From an optimization exercise on the open Yosys and OpenROAD flow, aimed at small area and few clock cycles per item; shortcuts taken in it are not production practice.
In this exercise RTL edits were held to simulation tests only and were not proved equivalent to the original.
Power is estimated from default activity; no workload was simulated.

===== design/flow/design.v =====
module min_heap #(
   parameter N_STAGES = 6,
   parameter PRIORITY_WIDTH = 16,
   parameter DATA_WIDTH = 16,
   parameter DETERMINISTIC = 0
) (
   input clk,
   input rstn,
   input [PRIORITY_WIDTH-1:0] in_ts,
   input [DATA_WIDTH-1:0] in_data,
   input [1:0] in_op,
   output logic ready,
   output logic [PRIORITY_WIDTH-1:0] out_ts,
   output logic [DATA_WIDTH-1:0] out_data,
   output logic out_valid,
   output logic [N_STAGES-1:0] capacity
);
   localparam [2:0] NOP = 3'd0, ENQ = 3'd1, DEQ_MIN = 3'd2, REPLACE = 3'd3,
      DEQ_MAX = 3'd4, DEQ_MAX_ENQ = 3'd5, DEQ_MAX_DEQ_MIN = 3'd6,
      DEQ_MAX_REPLACE = 3'd7;
   localparam AW = N_STAGES + 1;
   localparam MW = 1 + N_STAGES + PRIORITY_WIDTH + DATA_WIDTH;
   logic [2:0] pipe_op[0:N_STAGES];
   logic [AW-1:0] pipe_pos[0:N_STAGES];
   logic [PRIORITY_WIDTH-1:0] pipe_ts[0:N_STAGES];
   logic [DATA_WIDTH-1:0] pipe_data[0:N_STAGES];
   logic [2:0] cur_op[0:N_STAGES-1];
   logic [MW-1:0] rdata_c[0:N_STAGES-1];
   logic [MW-1:0] rdata_0_n[0:N_STAGES-1];
   logic [MW-1:0] rdata_1_n[0:N_STAGES-1];
   logic [AW-1:0] waddr_c[0:N_STAGES-1];
   logic [AW-1:0] waddr_n[0:N_STAGES-1];
   logic [MW-1:0] wdata_c[0:N_STAGES-1];
   logic [MW-1:0] wdata_n[0:N_STAGES-1];
   logic wr_en_c[0:N_STAGES-1];
   logic wr_en_n[0:N_STAGES-1];
   logic [MW-1:0] min_entry;
   logic [MW-1:0] next_heap_entry;
   logic ne_active;
   logic [N_STAGES-1:0] ne_cap;
   logic [PRIORITY_WIDTH-1:0] ne_ts;
   logic [DATA_WIDTH-1:0] ne_data;
   assign next_heap_entry = {ne_active, ne_cap, ne_ts, ne_data};
   wire min_active = min_entry[MW-1];
   wire [N_STAGES-1:0] min_cap = min_entry[MW-2 -: N_STAGES];
   assign pipe_op[0] = {1'b0, in_op};
   assign pipe_pos[0] = 1;
   assign pipe_ts[0] = in_ts;
   assign pipe_data[0] = in_data;
   assign out_ts = min_entry[DATA_WIDTH +: PRIORITY_WIDTH];
   assign out_valid = min_active;
   assign out_data = min_entry[DATA_WIDTH-1:0];
   assign capacity = min_cap;
   assign ready = (cur_op[0] == NOP);
   logic stage_0_wr_en;
   always_comb begin
      stage_0_wr_en = 1'b0;
      ne_active = 1'b0;
      ne_ts = 'x;
      ne_data = 'x;
      ne_cap = min_cap;
      if (pipe_op[0] == REPLACE) begin
         stage_0_wr_en = 1'b1;
         ne_active = 1'b1;
         ne_ts = in_ts;
         ne_data = in_data;
      end else if (pipe_op[0] == DEQ_MAX_REPLACE) begin
         stage_0_wr_en = 1'b1;
         ne_active = 1'b1;
         ne_ts = in_ts;
         ne_data = in_data;
         ne_cap = min_cap + 1;
      end else if (pipe_op[0] == DEQ_MIN) begin
         stage_0_wr_en = 1'b1;
         ne_cap = min_cap + 1;
      end
   end
   assign rdata_0_n[N_STAGES-1] = '0;
   assign rdata_1_n[N_STAGES-1] = '0;
   generate genvar i;
   for (i=0;i <N_STAGES; i=i+1) begin : g_stage
      heap_stage #(
         .N_STAGES(N_STAGES),
         .STAGE_ID(i),
         .PRIORITY_WIDTH(PRIORITY_WIDTH),
         .DATA_WIDTH(DATA_WIDTH),
         .DETERMINISTIC(DETERMINISTIC)
      ) HEAP_STAGE (
         .clk(clk),
         .rstn(rstn),
         .in_op(pipe_op[i]),
         .in_pos(pipe_pos[i]),
         .in_ts(pipe_ts[i]),
         .in_data(pipe_data[i]),
         .cur_op(cur_op[i]),
         .rdata_c(rdata_c[i]),
         .rdata_0_n(rdata_0_n[i]),
         .rdata_1_n(rdata_1_n[i]),
         .out_op(pipe_op[i+1]),
         .out_pos(pipe_pos[i+1]),
         .out_ts(pipe_ts[i+1]),
         .out_data(pipe_data[i+1]),
         .waddr_c(waddr_c[i]),
         .waddr_n(waddr_n[i]),
         .wdata_c(wdata_c[i]),
         .wdata_n(wdata_n[i]),
         .wr_en_c(wr_en_c[i]),
         .wr_en_n(wr_en_n[i])
      );
   end
   endgenerate
   stage_mem_0 #(
      .N_STAGES(N_STAGES),
      .PRIORITY_WIDTH(PRIORITY_WIDTH),
      .DATA_WIDTH(DATA_WIDTH)
   ) STAGE_MEM_0 (
      .clk(clk),
      .rstn(rstn),
      .op_c(pipe_op[0]),
      .op_n(cur_op[0]),
      .rdata_p(min_entry),
      .rdata_c(rdata_c[0]),
      .wdata_p(next_heap_entry),
      .wdata_c(wdata_c[0]),
      .wr_en_p(stage_0_wr_en),
      .wr_en_c(wr_en_c[0])
   );
   stage_mem_1 #(
      .N_STAGES(N_STAGES),
      .PRIORITY_WIDTH(PRIORITY_WIDTH),
      .DATA_WIDTH(DATA_WIDTH)
   ) STAGE_MEM_1 (
      .clk(clk),
      .rstn(rstn),
      .op_p(pipe_op[0]),
      .op_c(pipe_op[1]),
      .op_n(cur_op[1]),
      .raddr_p(pipe_pos[0] * 2),
      .raddr_c(pipe_pos[1]),
      .rdata_0_p(rdata_0_n[0]),
      .rdata_1_p(rdata_1_n[0]),
      .rdata_c(rdata_c[1]),
      .waddr_p(waddr_n[0]),
      .waddr_c(waddr_c[1]),
      .wdata_p(wdata_n[0]),
      .wdata_c(wdata_c[1]),
      .wr_en_p(wr_en_n[0]),
      .wr_en_c(wr_en_c[1])
   );
   generate genvar j;
   for (j=2; j<N_STAGES; j=j+1) begin : g_mem
      stage_mem #(
         .N_STAGES(N_STAGES),
         .STAGE_ID(j),
         .PRIORITY_WIDTH(PRIORITY_WIDTH),
         .DATA_WIDTH(DATA_WIDTH)
      ) STAGE_MEM (
         .clk(clk),
         .rstn(rstn),
         .op_p(pipe_op[j-1]),
         .op_c(pipe_op[j]),
         .op_n(cur_op[j]),
         .raddr_p(pipe_pos[j-1]*2),
         .raddr_c(pipe_pos[j]),
         .rdata_0_p(rdata_0_n[j-1]),
         .rdata_1_p(rdata_1_n[j-1]),
         .rdata_c(rdata_c[j]),
         .waddr_p(waddr_n[j-1]),
         .waddr_c(waddr_c[j]),
         .wdata_p(wdata_n[j-1]),
         .wdata_c(wdata_c[j]),
         .wr_en_p(wr_en_n[j-1]),
         .wr_en_c(wr_en_c[j])
      );
   end
   endgenerate
endmodule
module heap_stage
#(
   parameter STAGE_ID = 0,
   parameter N_STAGES = 6,
   parameter PRIORITY_WIDTH = 16,
   parameter DATA_WIDTH = 16,
   parameter DETERMINISTIC = 0
) (
   input clk,
   input rstn,
   input [2:0] in_op,
   input [N_STAGES:0] in_pos,
   input logic [PRIORITY_WIDTH-1:0] in_ts,
   input logic [DATA_WIDTH-1:0] in_data,
   input [1+N_STAGES+PRIORITY_WIDTH+DATA_WIDTH-1:0] rdata_c,
   input [1+N_STAGES+PRIORITY_WIDTH+DATA_WIDTH-1:0] rdata_0_n,
   input [1+N_STAGES+PRIORITY_WIDTH+DATA_WIDTH-1:0] rdata_1_n,
   output logic [2:0] out_op,
   output logic [N_STAGES:0] out_pos,
   output logic [PRIORITY_WIDTH-1:0] out_ts,
   output logic [DATA_WIDTH-1:0] out_data,
   output logic [2:0] cur_op,
   output logic [N_STAGES:0] waddr_c,
   output logic [N_STAGES:0] waddr_n,
   output [1+N_STAGES+PRIORITY_WIDTH+DATA_WIDTH-1:0] wdata_c,
   output [1+N_STAGES+PRIORITY_WIDTH+DATA_WIDTH-1:0] wdata_n,
   output logic wr_en_c,
   output logic wr_en_n
);
   localparam [2:0] NOP = 3'd0, ENQ = 3'd1, DEQ_MIN = 3'd2, REPLACE = 3'd3,
      DEQ_MAX = 3'd4, DEQ_MAX_ENQ = 3'd5, DEQ_MAX_DEQ_MIN = 3'd6,
      DEQ_MAX_REPLACE = 3'd7;
   localparam MW = 1 + N_STAGES + PRIORITY_WIDTH + DATA_WIDTH;
   localparam D = DATA_WIDTH;
   localparam P = PRIORITY_WIDTH;
   wire rc_active = rdata_c[MW-1];
   wire [N_STAGES-1:0] rc_cap = rdata_c[MW-2 -: N_STAGES];
   wire [P-1:0] rc_ts = rdata_c[D +: P];
   wire [D-1:0] rc_data = rdata_c[D-1:0];
   wire r0_active = rdata_0_n[MW-1];
   wire [N_STAGES-1:0] r0_cap = rdata_0_n[MW-2 -: N_STAGES];
   wire [P-1:0] r0_ts = rdata_0_n[D +: P];
   wire [D-1:0] r0_data = rdata_0_n[D-1:0];
   wire r1_active = rdata_1_n[MW-1];
   wire [N_STAGES-1:0] r1_cap = rdata_1_n[MW-2 -: N_STAGES];
   wire [P-1:0] r1_ts = rdata_1_n[D +: P];
   wire [D-1:0] r1_data = rdata_1_n[D-1:0];
   logic wc_active, wn_active;
   logic [N_STAGES-1:0] wc_cap, wn_cap;
   logic [P-1:0] wc_ts, wn_ts;
   logic [D-1:0] wc_data, wn_data;
   assign wdata_c = {wc_active, wc_cap, wc_ts, wc_data};
   assign wdata_n = {wn_active, wn_cap, wn_ts, wn_data};
   logic [N_STAGES:0] cur_pos;
   logic [PRIORITY_WIDTH-1:0] cur_ts;
   logic [DATA_WIDTH-1:0] cur_data;
   logic [7:0] lfsr;
   logic lfsr_new_bit;
   assign lfsr_new_bit = ^(lfsr & ((STAGE_ID * 7)));
   always_ff @(posedge clk) begin
      if (!rstn) begin
         lfsr <= STAGE_ID;
      end else begin
         lfsr <= { lfsr[6:0], lfsr_new_bit };
      end
   end
   always_ff @(posedge clk) begin
       cur_op <= in_op;
       cur_pos <= in_pos;
       cur_ts <= in_ts;
       cur_data <= in_data;
   end
   always_comb begin
      waddr_c = 'x;
      waddr_n = 'x;
      wc_active = rc_active;
      wc_cap = rc_cap;
      wc_ts = rc_ts;
      wc_data = rc_data;
      {wn_active, wn_cap, wn_ts, wn_data} = 'x;
      out_op = cur_op;
      out_pos = cur_pos * 2;
      out_ts = 'x;
      out_data = 'x;
      wr_en_c = 1'b0;
      wr_en_n = 1'b0;
      case(cur_op)
         ENQ, DEQ_MAX_ENQ: begin
            if (!rc_active) begin
               wc_active = (cur_op == ENQ);
               wc_ts = cur_ts;
               wc_data = cur_data;
               wc_cap = rc_cap -1 + ((cur_op==DEQ_MAX_ENQ) ? 1 :0);
               out_op = (cur_op == ENQ) ? NOP : DEQ_MAX;
               out_ts = cur_ts;
               out_data = cur_data;
               wr_en_c = 1'b1;
               waddr_c = cur_pos;
            end else if (cur_ts < rc_ts) begin
               out_ts = rc_ts;
               out_data = rc_data;
               wc_ts = cur_ts;
               wc_data = cur_data;
               wc_active = 1'b1;
               wc_cap = rc_cap -1 + ((cur_op==DEQ_MAX_ENQ) ? 1 :0);
               wr_en_c = 1'b1;
               waddr_c = cur_pos;
            end else begin
               out_ts = cur_ts;
               out_data = cur_data;
               wc_cap = rc_cap -1 + ((cur_op==DEQ_MAX_ENQ) ? 1 :0);
               wr_en_c = 1'b1;
               waddr_c = cur_pos;
            end
            if (DETERMINISTIC) begin
               if ((r0_cap ==0) | 
                     (r1_active & (r1_cap > 0) & (cur_ts > r1_ts) ) ) begin
                  out_pos = cur_pos * 2 + 1;
               end else begin
                  out_pos = cur_pos * 2; 
               end
            end else begin
               if ( (r0_cap > 0) & (r1_cap > 0)) begin
                  out_pos = cur_pos * 2 + lfsr[1];  
               end else if (r0_cap > 0) begin
                  out_pos = cur_pos * 2; 
               end else begin
                  out_pos = cur_pos * 2 + 1;
               end
            end
         end
         DEQ_MIN: begin
            if (!r0_active & !r1_active) begin
               out_op = NOP;
            end else begin
               wc_active = 1'b1;
               wr_en_c = 1'b1;
               waddr_c = cur_pos;
               wr_en_n = 1'b1;
               if (
                  (r0_active & r1_active &
                     (r0_ts <= r1_ts)) |
                  (!r1_active) )
               begin
                  wc_ts = r0_ts;
                  wc_data = r0_data;
                  wn_active = 1'b0;
                  wn_cap = r0_cap + 1;
                  out_pos = cur_pos * 2;
                  waddr_n = cur_pos * 2;
               end else if (
                  (r0_active & r1_active &
                     (r1_ts < r0_ts)) |
                  (!r0_active) )
               begin
                  wc_ts = r1_ts;
                  wc_data = r1_data;
                  wn_active = 1'b0;
                  wn_cap = r1_cap + 1;
                  out_pos = cur_pos * 2 + 1;
                  waddr_n = cur_pos * 2 + 1;
               end
            end
         end
         REPLACE, DEQ_MAX_REPLACE: begin
            if (
               (!r0_active & !r1_active) |
               ( r0_active & r1_active &
                     (rc_ts < r0_ts) &
                     (rc_ts < r1_ts)) |
               ( !r1_active & (rc_ts < r0_ts) ) |
               ( !r0_active & (rc_ts < r1_ts) ) )
            begin
               if (cur_op == DEQ_MAX_REPLACE) begin
                  out_op = DEQ_MAX;
                  if ( (r1_active & r0_active) & !DETERMINISTIC) begin
                     out_pos = cur_pos * 2 + lfsr[1];
                  end else if (r1_active) begin
                     out_pos = cur_pos * 2 + 1;
                  end else if (r0_active) begin
                     out_pos = cur_pos * 2;
                  end else begin
                     out_ts = rc_ts;
                     out_data = rc_data;
                     wc_active = 1'b0;
                     wr_en_c = 1'b1;
                     waddr_c = cur_pos;
                  end
               end else begin
                  out_op = NOP;
               end
            end else begin
               wc_active = 1'b1;
               wr_en_c = 1'b1;
               waddr_c = cur_pos;
               wr_en_n = 1'b1;
               if (
                  (r0_active & r1_active & 
                     r0_ts <= r1_ts) |
                  (!r1_active) )
               begin
                  wc_ts = r0_ts;
                  wc_data = r0_data;
                  wn_ts = rc_ts;
                  wn_data = rc_data;
                  wn_active = 1'b1;
                  wn_cap = r0_cap + ((cur_op==DEQ_MAX_REPLACE) ? 1 :0);
                  out_pos = cur_pos * 2;
                  waddr_n = cur_pos * 2;
               end else if (
                  (r0_active & r1_active & 
                     r1_ts < r0_ts) |
                  (!r0_active) )
               begin
                  wc_ts = r1_ts;
                  wc_data = r1_data;
                  wn_ts = rc_ts;
                  wn_data = rc_data;
                  wn_active = 1'b1;
                  wn_cap = r1_cap + ((cur_op==DEQ_MAX_REPLACE) ? 1 :0);
                  out_pos = cur_pos * 2 + 1;
                  waddr_n = cur_pos * 2 + 1;
               end
            end
         end
         DEQ_MAX: begin
            out_op = DEQ_MAX;
            if (!rc_active) begin
               out_ts = cur_ts;
               out_data = cur_data;
            end else begin
               wr_en_c = 1'b1;
               waddr_c = cur_pos;
               wc_cap = rc_cap + 1;
               if ( (r1_active & r0_active) & !DETERMINISTIC) begin
                  out_pos = cur_pos * 2 + lfsr[1];
               end else if (r1_active) begin
                  out_pos = cur_pos * 2 + 1;
               end else if (r0_active) begin
                  out_pos = cur_pos * 2;
               end else begin
                  out_ts = rc_ts;
                  out_data = rc_data;
                  wc_active = 1'b0;
               end
            end
         end
         default: begin
         end
      endcase
   end
endmodule
module stage_mem
#(
   parameter STAGE_ID = 2,
   parameter N_STAGES = 6,
   parameter PRIORITY_WIDTH = 16,
   parameter DATA_WIDTH = 16
) (
   input clk,
   input rstn,
   input [2:0] op_p,  
   input [2:0] op_c,  
   input [2:0] op_n,  
   input [N_STAGES:0] raddr_p,  
   input [N_STAGES:0] raddr_c,  
   output [1+N_STAGES+PRIORITY_WIDTH+DATA_WIDTH-1:0] rdata_0_p,
   output [1+N_STAGES+PRIORITY_WIDTH+DATA_WIDTH-1:0] rdata_1_p,
   output [1+N_STAGES+PRIORITY_WIDTH+DATA_WIDTH-1:0] rdata_c,
   input [N_STAGES:0] waddr_p,  
   input [N_STAGES:0] waddr_c,  
   input [1+N_STAGES+PRIORITY_WIDTH+DATA_WIDTH-1:0] wdata_p,
   input [1+N_STAGES+PRIORITY_WIDTH+DATA_WIDTH-1:0] wdata_c,
   input wr_en_p,
   input wr_en_c
);
   localparam [2:0] NOP = 3'd0;
   localparam MEM_WIDTH = 1+N_STAGES + PRIORITY_WIDTH + DATA_WIDTH;
   localparam NE = 2**(STAGE_ID-1);
   localparam [N_STAGES-1:0] INIT_CAP = 2**(N_STAGES-STAGE_ID) -1;
   logic [NE*MEM_WIDTH-1:0] bank_0;
   logic [NE*MEM_WIDTH-1:0] bank_1;
   logic [N_STAGES:0] raddr;
   logic [N_STAGES:0] waddr;
   assign raddr = (op_c != NOP) ? raddr_c : raddr_p;
   assign waddr = (op_n != NOP) ? waddr_c : waddr_p;
   logic [MEM_WIDTH-1:0] wdata;
   assign wdata = (op_n != NOP) ? wdata_c : wdata_p;
   logic wr_en, wr_en_0, wr_en_1;
   assign wr_en  = (op_n != NOP) ? wr_en_c : wr_en_p;
   assign wr_en_0 = wr_en & ~waddr[0];
   assign wr_en_1 = wr_en & waddr[0];
   logic [MEM_WIDTH-1:0] rdata_0;
   logic [MEM_WIDTH-1:0] rdata_1;
   assign rdata_0_p = rdata_0;
   assign rdata_1_p = rdata_1;
   logic [N_STAGES:0] raddr_d1;
   assign rdata_c = raddr_d1[0] ? rdata_1 : rdata_0;
   always_ff @(posedge clk) begin
      raddr_d1 <= raddr;
   end
   generate genvar e;
   for (e = 0; e < NE; e = e + 1) begin : g_entry
      always_ff @(posedge clk) begin
         if (!rstn) begin
            bank_0[e*MEM_WIDTH + MEM_WIDTH-1 -: 1+N_STAGES] <= {1'b0, INIT_CAP};
         end else if (wr_en_0 && (waddr[STAGE_ID-1:1] == e)) begin
            bank_0[e*MEM_WIDTH +: MEM_WIDTH] <= wdata;
         end
      end
      always_ff @(posedge clk) begin
         if (!rstn) begin
            bank_1[e*MEM_WIDTH + MEM_WIDTH-1 -: 1+N_STAGES] <= {1'b0, INIT_CAP};
         end else if (wr_en_1 && (waddr[STAGE_ID-1:1] == e)) begin
            bank_1[e*MEM_WIDTH +: MEM_WIDTH] <= wdata;
         end
      end
   end
   endgenerate
   logic [MEM_WIDTH-1:0] bank_0_out;
   logic [MEM_WIDTH-1:0] bank_1_out;
   logic addr_collision_0, addr_collision_1;
   logic [MEM_WIDTH-1:0] wdata_d1_0;
   logic [MEM_WIDTH-1:0] wdata_d1_1;
   always_ff @(posedge clk) begin
      bank_0_out <= bank_0[raddr[STAGE_ID-1:1]*MEM_WIDTH +: MEM_WIDTH];
      bank_1_out <= bank_1[raddr[STAGE_ID-1:1]*MEM_WIDTH +: MEM_WIDTH];
   end
   always_ff @(posedge clk) begin
      if (!rstn) begin
         addr_collision_0 <= 1'b0;
         wdata_d1_0 <= 'x;
      end else begin
         addr_collision_0 <= (wr_en_0 && waddr[STAGE_ID-1:1] == raddr[STAGE_ID-1:1]);
         wdata_d1_0 <= wdata;
      end
   end
   always_comb begin
      rdata_0 = addr_collision_0 ? wdata_d1_0 : bank_0_out;
   end
   always_ff @(posedge clk) begin
      if (!rstn) begin
         addr_collision_1 <= 1'b0;
         wdata_d1_1 <= 'x;
      end else begin
         addr_collision_1 <= (wr_en_1 && waddr[STAGE_ID-1:1] == raddr[STAGE_ID-1:1]);
         wdata_d1_1 <= wdata;
      end
   end
   always_comb begin
      rdata_1 = addr_collision_1 ? wdata_d1_1 : bank_1_out;
   end
endmodule
module stage_mem_1
#(
   parameter N_STAGES = 6,
   parameter PRIORITY_WIDTH = 16,
   parameter DATA_WIDTH = 16
) (
   input clk,
   input rstn,
   input [2:0] op_p,  
   input [2:0] op_c,  
   input [2:0] op_n,  
   input [N_STAGES:0] raddr_p,
   input [N_STAGES:0] raddr_c,
   output [1+N_STAGES+PRIORITY_WIDTH+DATA_WIDTH-1:0] rdata_0_p,
   output [1+N_STAGES+PRIORITY_WIDTH+DATA_WIDTH-1:0] rdata_1_p,
   output [1+N_STAGES+PRIORITY_WIDTH+DATA_WIDTH-1:0] rdata_c,
   input [N_STAGES:0] waddr_p,
   input [N_STAGES:0] waddr_c,
   input [1+N_STAGES+PRIORITY_WIDTH+DATA_WIDTH-1:0] wdata_p,
   input [1+N_STAGES+PRIORITY_WIDTH+DATA_WIDTH-1:0] wdata_c,
   input wr_en_p,
   input wr_en_c
);
   localparam [2:0] NOP = 3'd0;
   localparam MEM_WIDTH = 1+N_STAGES + PRIORITY_WIDTH + DATA_WIDTH;
   localparam [N_STAGES-1:0] INIT_CAP = 2**(N_STAGES-1) -1;
   logic [MEM_WIDTH-1:0] bank_0;
   logic [MEM_WIDTH-1:0] bank_1;
   logic [N_STAGES:0] raddr;
   logic [N_STAGES:0] waddr;
   assign raddr = (op_c != NOP) ? raddr_c : raddr_p;
   assign waddr = (op_n != NOP) ? waddr_c : waddr_p;
   logic [MEM_WIDTH-1:0] wdata;
   assign wdata = (op_n != NOP) ? wdata_c : wdata_p;
   logic wr_en, wr_en_0, wr_en_1;
   assign wr_en  = (op_n != NOP) ? wr_en_c : wr_en_p;
   assign wr_en_0 = wr_en & ~waddr[0];
   assign wr_en_1 = wr_en & waddr[0];
   logic [MEM_WIDTH-1:0] rdata_0;
   logic [MEM_WIDTH-1:0] rdata_1;
   assign rdata_0_p = rdata_0;
   assign rdata_1_p = rdata_1;
   logic [N_STAGES:0] raddr_d1;  
   assign rdata_c = raddr_d1[0] ? rdata_1 : rdata_0;
   always_ff @(posedge clk) begin
      raddr_d1 <= raddr;
      if (!rstn) begin
         bank_0[MEM_WIDTH-1 -: 1+N_STAGES] <= {1'b0, INIT_CAP};
      end else if (wr_en_0) begin
         bank_0 <= wdata;
      end
      if (wr_en_0 && waddr[1] == raddr[1]) begin
         rdata_0 <= wdata;
      end else begin
         rdata_0 <= bank_0;
      end
      if (!rstn) begin
         bank_1[MEM_WIDTH-1 -: 1+N_STAGES] <= {1'b0, INIT_CAP};
      end else if (wr_en_1) begin
         bank_1 <= wdata;
      end
      if (wr_en_1 && waddr[1] == raddr[1]) begin
         rdata_1 <= wdata;
      end else begin
         rdata_1 <= bank_1;
      end
   end
endmodule
module stage_mem_0
#(
   parameter N_STAGES = 6,
   parameter PRIORITY_WIDTH = 16,
   parameter DATA_WIDTH = 16
) (
   input clk,
   input rstn,
   input [2:0] op_c,  
   input [2:0] op_n,  
   output logic [1+N_STAGES+PRIORITY_WIDTH+DATA_WIDTH-1:0] rdata_p,
   output logic [1+N_STAGES+PRIORITY_WIDTH+DATA_WIDTH-1:0] rdata_c,
   input [1+N_STAGES+PRIORITY_WIDTH+DATA_WIDTH-1:0] wdata_p,
   input [1+N_STAGES+PRIORITY_WIDTH+DATA_WIDTH-1:0] wdata_c,
   input wr_en_p,
   input wr_en_c
);
   localparam [2:0] NOP = 3'd0;
   localparam MEM_WIDTH = 1+N_STAGES + PRIORITY_WIDTH + DATA_WIDTH;
   localparam [N_STAGES-1:0] INIT_CAP = 2**(N_STAGES) -1;
   localparam [MEM_WIDTH-1:0] INIT_ENTRY =
      {1'b0, INIT_CAP, {(PRIORITY_WIDTH+DATA_WIDTH){1'b0}}};
   logic [MEM_WIDTH-1:0] min_entry;
   logic [MEM_WIDTH-1:0] wdata;
   assign wdata = (op_n != NOP) ? wdata_c : wdata_p;
   logic wr_en;
   assign wr_en  = (op_n != NOP) ? wr_en_c : wr_en_p;
   always_ff @(posedge clk) begin
      if (!rstn) begin
         rdata_c <= INIT_ENTRY;
         rdata_p <= INIT_ENTRY;
         min_entry <= INIT_ENTRY;
      end else begin
         if (wr_en) begin
            min_entry <= wdata;
         end
         if (wr_en) begin
            rdata_c <= wdata;
            rdata_p <= wdata;
         end else begin
            rdata_c <= min_entry;
            rdata_p <= min_entry;
         end
      end
   end
endmodule

===== design/flow/config.mk =====
export PLATFORM = sky130hd
export DESIGN_NAME = min_heap
export DESIGN_NICKNAME = min_heap
export VERILOG_FILES = /design/flow/design.v
export SDC_FILE = /design/flow/constraint.sdc
export NUM_CORES = 4
export LEC_CHECK = 0
export CAP_MARGIN = 20
export CORE_MARGIN = 2
export CORE_UTILIZATION = 40
export SLEW_MARGIN = 20

===== design/flow/run.sh =====
#!/bin/bash
# synth_recipe.tcl (not shown) runs the flow's synth.tcl, then flattens the netlist and writes it again
# the make line also repeats each setting of config.mk as NAME=value (left out here)
make -C /OpenROAD-flow-scripts/flow DESIGN_CONFIG=/design/flow/config.mk WORK_HOME=/design/flow/orfs CLKGATE_MAP_FILE= SYNTH_SCRIPT=/design/flow/synth_recipe.tcl finish

===== design/flow/constraint.sdc =====
create_clock -name core_clock -period 7.0 [get_ports {clk}]
set_input_delay 1.4000 -clock core_clock [delete_from_list [all_inputs] [get_ports {clk}]]
set_output_delay 1.4000 -clock core_clock [all_outputs]
set_load 0.01 [all_outputs]

==> reports/qor.log <==
[cts] post-CTS setup buffer count 0
[routing] number of vias after detailed routing 103000
[synthesis] nets in the synthesized netlist 12300
[global_routing] largest net degree at the start of global routing 171
[sta] Slew Limit Headroom 0.214
[sta] Final WS setup 0.366 ns
[setup_path] element type at the critical path end flip-flop
[synthesis] xor-xnor portion of the synthesized cell area 0.00339
[synthesis] YS warnings 33
[cts] Clock Tree Buf Depth 4
[routing] count of TritonRoute iterations in the first routing pass 9
[placed_design] number of cells after detailed placement 16300
[pwr] power per cell area 301 nW/um^2
[cells_and_area] number of standard cells in the final layout excluding fillers 16900
[synthesis] dominant combinational cell family by area after synthesis compound AO/OA/AOI/OAI gates
[cells_and_area] share of final-layout standard cells stronger than drive strength 1 0.137
[cells_and_area] final cell utilization of the core 0.457
[routing] First DRT Iteration DRCs 11600
[routing] mean number of vias per cell 6.08
[synthesis] average size of a mapped cell 11.9 sq um
[synthesis] adder-cell share of the synthesized area 0.0308
[setup_path] highest cell delay on the worst timing path 0.87 ns
[sta] share of the clock period used by the worst path 0.948
[floorplanning] core area 353000 sq um
[floorplanning] die span in x 600 microns
[cells_and_area] sequential cell area 85100 sq um
[global_routing] leftover overflow at the end of global routing 0
[pwr] maximum ir drop on the vdd rail 0.242 mV
[sta] number of pins exceeding their max-slew limit in the final report 0
[synthesis] Gate Count Post-Synth 11900
[synthesis] count of flip-flops with a built-in enable after synthesis 1984
[sta] hold violation total from the final report 0
[global_routing] global-route wire length before repair 678 mm
[setup_path] path type of the worst setup path flip-flop to flip-flop
[cells_and_area] final-stage net count 12300
[routing] Detail Route Antenna Nets 0
[cts] maximum level of the CTS H-tree 5
[synthesis] area of the mapped netlist 142000 sq um
[cts] clock tree from TritonCTS done
[cells_and_area] area occupied by multi-input gates 53400 sq um
[setup_path] Worst path depth 16
[synthesis] portion of netlist area occupied by mux cells 0.0959
[floorplanning] die outline height 600 microns
[synthesis] flip-flop and latch count after synthesis 3256
[cts] clock net sink count 3256
[synthesis] Synth Area in Simple Gates 0.0873
[global_routing] vias in the first global route 99600
[sta] Final Setup Violations 0
[global_routing] overall track demand over capacity in global routing 0.248
[sta] setup repair after global routing missed its margin false
[placed_design] DPL Wire Length 294 mm
[floorplanning] Ports 76
[run] reported max-cap violation count 0
[placed_design] cell area reported after detailed placement 150000 sq um
[cts] number of hold buffers added after CTS 0
[setup_path] critical path data required time 7.67 ns
[routing] final wirelength 466 mm
[sta] pin slew with the least headroom to its limit 1.18 ns
[placed_design] pre-CTS setup slack 0.557 ns
[cts] latest clock arrival within the worst-skew pair 0.96 ns
[cells_and_area] most common cell after layout, fill and taps aside sky130_fd_sc_hd__edfxtp_1
[synthesis] asr flop ratio synth 0
[run_status] outcome timing/DRC/antenna clean
[routing] routed len/inst 27.5 microns
[setup_path] cell depth of the worst flop-to-flop path 16
[synthesis] dominant synthesized flop cell sky130_fd_sc_hd__edfxtp_1
[pwr] cell leakage power 56.4 nW
[global_routing] initial antenna violation count 12
[cts] clock tree root driver cell sky130_fd_sc_hd__clkbuf_16
[setup_path] peak fanout along the critical path 31
[synthesis] part of the Yosys area used for sequential elements 0.598
[cells_and_area] top library cells by usage in the layout, fill and taps aside 1984 x sky130_fd_sc_hd__edfxtp_1, 1255 x sky130_fd_sc_hd__dfxtp_1, 1181 x sky130_fd_sc_hd__nand2_1
[sta] Final min period 6.63 ns
[routing] drt drc 0
[floorplanning] number of standard-cell rows in the floorplan 218
[sta] achievable frequency 151 MHz
[cells_and_area] fin area 162000 sq um
[cts] cts repair resizes 0
[setup_path] worst path bufs/invs 3
[min_path] number of stages on the worst hold path 1
[placed_design] placer congestion estimate 0.953
[cts] CTS Buf Count 344
[setup_path] Top delay family on crit path compound AO/OA/AOI/OAI gates
[setup_path] Setup crit start kind flip-flop
[synthesis] compound-cell area share of the yosys netlist 0.151
[setup_path] Worst Path Arrival 7.30 ns
[cells_and_area] count of filler cells inserted in the layout 31300
[floorplanning] Die Footprint 360000 sq um
[min_path] Hold WC Path Type flip-flop to flip-flop
[setup_path] slowest cell on the critical path sky130_fd_sc_hd__dfxtp_2
[cts] Reg clk slew, reported paths 0.06 ns
[floorplanning] starting density of the core 0.403
[synthesis] number of distinct library cells after synthesis 105
[cells_and_area] synthesis-to-finish area growth 13.6%
[sta] worst clock skew on the final layout 0.0742 ns
[pwr] Final Power 0.0486 W
[setup_path] cells along the critical path mux2i_1, inv_1, nor2_1, a21oi_1, ha_1, and3_1, a221o_1, a211o_1, o211a_2, o31ai_1, a21oi_1, buf_4, a31oi_4, nand2b_1, nor2_4, buf_4
[placed_design] port bufs 75
worst reg2reg max path, stage by stage, from the launching register on:
cell and delay, ns:
sky130_fd_sc_hd__dfxtp_2 0.87, sky130_fd_sc_hd__mux2i_1 0.23, sky130_fd_sc_hd__inv_1 0.15, sky130_fd_sc_hd__nor2_1 0.05, sky130_fd_sc_hd__a21oi_1 0.75, sky130_fd_sc_hd__ha_1 0.36
sky130_fd_sc_hd__and3_1 0.18, sky130_fd_sc_hd__a221o_1 0.39, sky130_fd_sc_hd__a211o_1 0.34, sky130_fd_sc_hd__o211a_2 0.32, sky130_fd_sc_hd__o31ai_1 0.84, sky130_fd_sc_hd__a21oi_1 0.18
sky130_fd_sc_hd__buf_4 0.19, sky130_fd_sc_hd__a31oi_4 0.17, sky130_fd_sc_hd__nand2b_1 0.74, sky130_fd_sc_hd__nor2_4 0.28, sky130_fd_sc_hd__buf_4 0.33
cells in the mapped netlist (all sizes together), types with 125 or more instances:
cell type | count | share of area
ha | 349 | 0.031
nand2 | 1183 | 0.031
nand3 | 125 | 0.0044
o21ai | 632 | 0.022
nor2 | 588 | 0.016
a32oi | 176 | 0.011
edfxtp | 1984 | 0.42
clkbuf | 643 | 0.017
a211oi | 169 | 0.0089
nor3 | 125 | 0.0047
nand4 | 190 | 0.0084
mux2i | 793 | 0.056
a21oi | 968 | 0.034
a31oi | 212 | 0.0094
and3 | 183 | 0.0080
buf | 257 | 0.0092
dfxtp | 1272 | 0.18
inv | 273 | 0.0072
mux2 | 346 | 0.027
a221oi | 263 | 0.019
stage by stage:
step | hold slack (ns) | TNS, ns
2_1_floorplan | 0.326 | -52.37
3_3_place_gp | 0.390 | 0
3_5_place_dp | 0.392 | 0
4_1_cts | 0.406 | 0
5_1_grt | 0.451 | 0
6_report | 0.404 | 0
report_power, final:
group / internal, W / switching, W / total (W)
combinational: 0.00242 / 0.00488 / 0.00730
clock: 0.0109 / 0.00780 / 0.0187
sequential: 0.0217 / 0.000920 / 0.0226
final cells by class:
| type | count | area share |
|---|---|---|
| well taps | 4730 | 0.0366 |
| inverters | 276 | 0.00651 |
| clock inverters | 168 | 0.0114 |
| multi-input cells | 7515 | 0.330 |
| clock buffers | 475 | 0.0602 |
| repair buffers | 491 | 0.0282 |
| diodes | 6 | 0.0000929 |
| flip-flops and latches | 3256 | 0.527 |
final timing paths:
path	from	end	slack (ns)
setup / recovery	g_mem[4].STAGE_MEM.addr_collision_0$_SDFF_PN0_	g_mem[4].STAGE_MEM.bank_1[132]$_DFFE_PP_	0.37
setup reg to reg	g_mem[4].STAGE_MEM.addr_collision_0$_SDFF_PN0_	g_mem[4].STAGE_MEM.bank_1[132]$_DFFE_PP_	0.37
hold reg to reg	g_stage[2].HEAP_STAGE.lfsr[0]$_SDFF_PN0_	g_stage[2].HEAP_STAGE.lfsr[1]$_SDFF_PN1_	0.40
hold / removal	g_stage[2].HEAP_STAGE.lfsr[0]$_SDFF_PN0_	g_stage[2].HEAP_STAGE.lfsr[1]$_SDFF_PN1_	0.40
flip-flops by register name, summed over array words and instances (netlist names), 15 cells and up:
signal and cells:
g_stage.HEAP_STAGE.cur_op 16, STAGE_MEM_1.rdata_1 39, g_mem.STAGE_MEM.bank_1 1170, STAGE_MEM_1.rdata_0 39, g_stage.HEAP_STAGE.cur_pos 15, STAGE_MEM_1.bank_1 39
g_stage.HEAP_STAGE.cur_ts 96, g_mem.STAGE_MEM.wdata_d1_0 117, g_mem.STAGE_MEM.bank_0_out 156, g_mem.STAGE_MEM.wdata_d1_1 39, g_mem.STAGE_MEM.bank_0 1170, g_stage.HEAP_STAGE.lfsr 17
g_stage.HEAP_STAGE.cur_data 96, STAGE_MEM_1.bank_0 39, g_mem.STAGE_MEM.bank_1_out 156, STAGE_MEM_0.rdata_c 39
layer usage:
| metal | global-route usage | wire length [microns] |
|---|---|---|
| met1 | 0.336 | 193000 |
| met2 | 0.397 | 215000 |
| met3 | 0.0395 | 37700 |
| met4 | 0.101 | 19400 |
| met5 | 0 | 57 |
kinds of logic after synthesis:
family | Yosys count
AOI/OAI and AO/OA | 3173
xor gates and xnor gates | 55
adders and majority gates | 350
buffers and inverters | 1176
DFF | 3256
muxes | 1218
other | 1
and+or+nand+nor | 2718
Testbench counts, summed over its fixed seeds: cycles 48,000, ops 24,000.

[separate check: timing with driven ports]
The results above use ideal ports. As a check the final layout listed here was re-extracted and re-timed, cells and wires unchanged.
Step 1, drivers: a clkbuf_16 drives clk and a buf_2 each remaining input, both assumed.
Step 2, shift: input delay + t, output delay - t, t = (earliest + latest rising clock arrival at the registers) / 2. This alone moves slack from input paths to output paths.
Three values: no drivers, after step 1, after step 2; two values: the first two.
t, ns: 1.027
setup WS [ns]: 0.366 / 0.366 / 0.366
hold slack, ns: 0.404 / 0.404 / 0.404
After both steps this run still meets setup and hold. The setup slack of this run moves by 0.000 ns with the drivers and by 0.000 ns with both steps.
